Context: an optimization exercise on an open-source flow, tuned for small area, a short achievable clock period and few clock cycles. The choices shown serve that exercise and are no tape-out recipe. Power is estimated from default activity; no workload was simulated.

==> module nukv_Predicate_Eval, before the edit <==
module nukv_Predicate_Eval (
    input  wire         clk,
    input  wire         rst,
    input  wire [47:0]  pred_config,
    input  wire         pred_valid,
    output wire         pred_ready,
    input  wire [511:0] value_data,
    input  wire         value_valid,
    input  wire         value_last,
    input  wire         value_drop,
    output wire         value_ready,
    output wire [511:0] output_data,
    output wire         output_valid,
    output wire         output_last,
    output wire         output_drop,
    input  wire         output_ready
);
    wire [11:0] find_offset   = pred_config[11:0];
    wire [3:0]  find_function = pred_config[15:12];
    wire [31:0] find_value    = pred_config[47:16];
    reg  [5:0]  word_idx;    
    reg         word_nz;     
    reg         drop;        
    reg         evaluated;   
    reg  [5:0]  sel;         
    wire [1:0] sh_hi  = sel[5:4];
    wire [1:0] sh_mid = sel[3:2];
    wire [1:0] sh_lo  = sel[1:0];
    wire [1023:0] ext0 = {512'd0, value_data};
    wire [151:0]  ext1;
    wire [55:0]   ext2;
    wire [31:0]   field;
    genvar k;
    generate
        for (k = 0; k < 19; k = k + 1) begin : g_hi
            assign ext1[k*8 +: 8] = mux4(sh_hi, ext0[k*8 +: 8], ext0[(k+16)*8 +: 8],
                                         ext0[(k+32)*8 +: 8], ext0[(k+48)*8 +: 8]);
        end
        for (k = 0; k < 7; k = k + 1) begin : g_mid
            assign ext2[k*8 +: 8] = mux4(sh_mid, ext1[k*8 +: 8], ext1[(k+4)*8 +: 8],
                                         ext1[(k+8)*8 +: 8], ext1[(k+12)*8 +: 8]);
        end
        for (k = 0; k < 4; k = k + 1) begin : g_lo
            assign field[k*8 +: 8] = mux4(sh_lo, ext2[k*8 +: 8], ext2[(k+1)*8 +: 8],
                                          ext2[(k+2)*8 +: 8], ext2[(k+3)*8 +: 8]);
        end
    endgenerate
    function [7:0] mux4;
        input [1:0] sel;
        input [7:0] a, b, c, d;
        case (sel)
            2'd0: mux4 = a;
            2'd1: mux4 = b;
            2'd2: mux4 = c;
            default: mux4 = d;
        endcase
    endfunction
    wire [31:0] cmp_gt0 = field & ~find_value;
    wire [31:0] cmp_eq0 = ~(field ^ find_value);
    wire [15:0] cmp_gt1, cmp_eq1;
    wire [7:0]  cmp_gt2, cmp_eq2;
    wire [3:0]  cmp_gt3, cmp_eq3;
    wire [1:0]  cmp_gt4, cmp_eq4;
    generate
        for (k = 0; k < 16; k = k + 1) begin : g_c1
            assign cmp_gt1[k] = cmp_gt0[2*k+1] | (cmp_eq0[2*k+1] & cmp_gt0[2*k]);
            assign cmp_eq1[k] = cmp_eq0[2*k+1] & cmp_eq0[2*k];
        end
        for (k = 0; k < 8; k = k + 1) begin : g_c2
            assign cmp_gt2[k] = cmp_gt1[2*k+1] | (cmp_eq1[2*k+1] & cmp_gt1[2*k]);
            assign cmp_eq2[k] = cmp_eq1[2*k+1] & cmp_eq1[2*k];
        end
        for (k = 0; k < 4; k = k + 1) begin : g_c3
            assign cmp_gt3[k] = cmp_gt2[2*k+1] | (cmp_eq2[2*k+1] & cmp_gt2[2*k]);
            assign cmp_eq3[k] = cmp_eq2[2*k+1] & cmp_eq2[2*k];
        end
        for (k = 0; k < 2; k = k + 1) begin : g_c4
            assign cmp_gt4[k] = cmp_gt3[2*k+1] | (cmp_eq3[2*k+1] & cmp_gt3[2*k]);
            assign cmp_eq4[k] = cmp_eq3[2*k+1] & cmp_eq3[2*k];
        end
    endgenerate
    wire field_gt = cmp_gt4[1] | (cmp_eq4[1] & cmp_gt4[0]);
    wire field_eq = cmp_eq4[1] & cmp_eq4[0];
    reg fail;
    always @(*) begin
        case (find_function)
            4'd0:    fail = ~field_eq;
            4'd1:    fail = field_gt;
            4'd2:    fail = ~field_gt & ~field_eq;
            4'd3:    fail = field_eq;
            default: fail = 1'b0;
        endcase
    end
    wire hit   = (find_offset[11:6] == word_idx) &
                 (word_nz | (find_offset[5:0] != 6'd0));
    wire fresh = (sel == find_offset[5:0]);
    wire hold  = hit & (~fresh | (value_last & ~evaluated));
    wire both  = pred_valid & value_valid & ~rst;
    wire go    = output_ready & ~hold & ~rst;
    assign value_ready  = pred_valid & go;
    assign pred_ready   = value_valid & value_last & go;
    assign output_valid = both & go;
    assign output_data  = value_data;
    assign output_last  = value_last;
    assign output_drop  = value_last & (value_drop | drop);
    always @(posedge clk)
        sel <= find_offset[5:0];
    always @(posedge clk) begin
        if (rst) begin
            word_idx  <= 6'd0;
            word_nz   <= 1'b0;
            drop      <= 1'b0;
            evaluated <= 1'b0;
        end else if (both) begin
            if (hold) begin
                if (fresh) begin
                    evaluated <= 1'b1;
                    drop      <= fail;
                end
            end else if (output_ready) begin
                if (value_last) begin
                    word_idx  <= 6'd0;
                    word_nz   <= 1'b0;
                    drop      <= 1'b0;
                    evaluated <= 1'b0;
                end else begin
                    word_idx <= word_idx + 6'd1;
                    word_nz  <= 1'b1;
                    if (hit)
                        drop <= fail;
                end
            end
        end
    end
endmodule
export LEC_CHECK = 0
export CAP_MARGIN = 20
export CORE_AREA = 5 5 375 375
export DIE_AREA = 0 0 380 380
export SETUP_SLACK_MARGIN = 2.0
export SLEW_MARGIN = 20
create_clock -name core_clock -period 7.0 [get_ports {clk}]
standard.sh (not shown) runs the stock make flow with config.mk's settings and CLKGATE_MAP_FILE= SYNTH_SCRIPT=/design/flow/synth_recipe.tcl, a recipe that flattens the netlist after the stock synthesis.
==> flow/flow/run.sh <==
#!/bin/bash
# Standard ORFS layout, except that the port buffers are the smallest
# plain buffer (repair_design still upsizes any that need it).
set -euo pipefail
bash standard.sh BUFFER_PORTS_ARGS="-buffer_cell sky130_fd_sc_hd__buf_1" finish > standard.log 2>&1
The baseline completed with no timing, DRC or antenna violations.
Change:
--- a/flow/design.v
+++ b/flow/design.v
@@ -56,15 +56,15 @@
     input  wire         output_ready
 );
-    wire [11:0] find_offset   = pred_config[11:0];
-    wire [3:0]  find_function = pred_config[15:12];
-    wire [31:0] find_value    = pred_config[47:16];
+    reg  [11:0] find_offset;
+    reg  [3:0]  find_function;
+    reg  [31:0] find_value;
+    reg         have_pred;   
     reg  [5:0]  word_idx;    
     reg         word_nz;     
     reg         drop;        
     reg         evaluated;   
-    reg  [5:0]  sel;         
-    wire [1:0] sh_hi  = sel[5:4];
-    wire [1:0] sh_mid = sel[3:2];
-    wire [1:0] sh_lo  = sel[1:0];
+    wire [1:0] sh_hi  = find_offset[5:4];
+    wire [1:0] sh_mid = find_offset[3:2];
+    wire [1:0] sh_lo  = find_offset[1:0];
     wire [1023:0] ext0 = {512'd0, value_data};
     wire [151:0]  ext1;
@@ -134,16 +134,27 @@
     wire hit   = (find_offset[11:6] == word_idx) &
                  (word_nz | (find_offset[5:0] != 6'd0));
-    wire fresh = (sel == find_offset[5:0]);
-    wire hold  = hit & (~fresh | (value_last & ~evaluated));
-    wire both  = pred_valid & value_valid & ~rst;
+    wire hold  = hit & value_last & ~evaluated;
+    wire both  = have_pred & value_valid & ~rst;
     wire go    = output_ready & ~hold & ~rst;
-    assign value_ready  = pred_valid & go;
-    assign pred_ready   = value_valid & value_last & go;
+    wire done  = both & go & value_last;     
+    assign value_ready  = have_pred & go;
+    assign pred_ready   = ~rst & (~have_pred | (value_valid & value_last & go));
     assign output_valid = both & go;
     assign output_data  = value_data;
     assign output_last  = value_last;
     assign output_drop  = value_last & (value_drop | drop);
-    always @(posedge clk)
-        sel <= find_offset[5:0];
+    always @(posedge clk) begin
+        if (rst)
+            have_pred <= 1'b0;
+        else if (pred_valid & pred_ready)
+            have_pred <= 1'b1;
+        else if (done)
+            have_pred <= 1'b0;
+        if (pred_valid & pred_ready) begin
+            find_offset   <= pred_config[11:0];
+            find_function <= pred_config[15:12];
+            find_value    <= pred_config[47:16];
+        end
+    end
     always @(posedge clk) begin
         if (rst) begin
@@ -154,8 +165,6 @@
         end else if (both) begin
             if (hold) begin
-                if (fresh) begin
-                    evaluated <= 1'b1;
-                    drop      <= fail;
-                end
+                evaluated <= 1'b1;
+                drop      <= fail;
             end else if (output_ready) begin
                 if (value_last) begin
Outcome:
- The new run ran to the end with no violations
- die area does not change
- wire length is higher slightly
- total power is higher by a quarter to a third
- cell area is higher by a little under a tenth
- area after synthesis is higher by roughly a tenth
- clock power is higher to 3.7 times its value
- final cell count is lower slightly
- global-route usage is higher by 0.24 points
- non-clock buffer count is lower by 24
- worst hold slack got worse by 0.029 ns
- fmax is lower slightly
Function was not checked in any run of this note: the RTL went through the layout flow alone.

static timing again, ports no longer ideal:
In the flow no input, the clock included, has a driving cell. The finished layouts below were timed again as built, in two steps. Step 1 sets driving cells, clkbuf_16 on the clock port and buf_2 on the other inputs (assumed; they add their load-dependent delay and slew). Step 2 moves the port delays by t, midway between the first and last clock arrival at a register: inputs arrive t later, outputs are due t later. That takes back most of the time a late clock gives input paths. a / b / c = no drivers / after step 1 / after step 2; a / b = the first two.
run	t (ns)	slack for setup (ns)	hold slack, ns	slew at the worst register clock pin (ns)	worst slew at a driven data input, ns
the first run	0.283	2.224 / 2.211 / 1.928	0.498 / 0.498 / 0.498	0.05 / 0.05	0.29
the second run	0.373	2.171 / 2.171 / 1.898	0.469 / 0.469 / 0.469	0.06 / 0.06	0.29
After both steps every run listed still meets setup and hold. For the first run, which loses most, drivers alone change the setup slack by -0.013 ns; drivers and shift together by -0.296 ns.
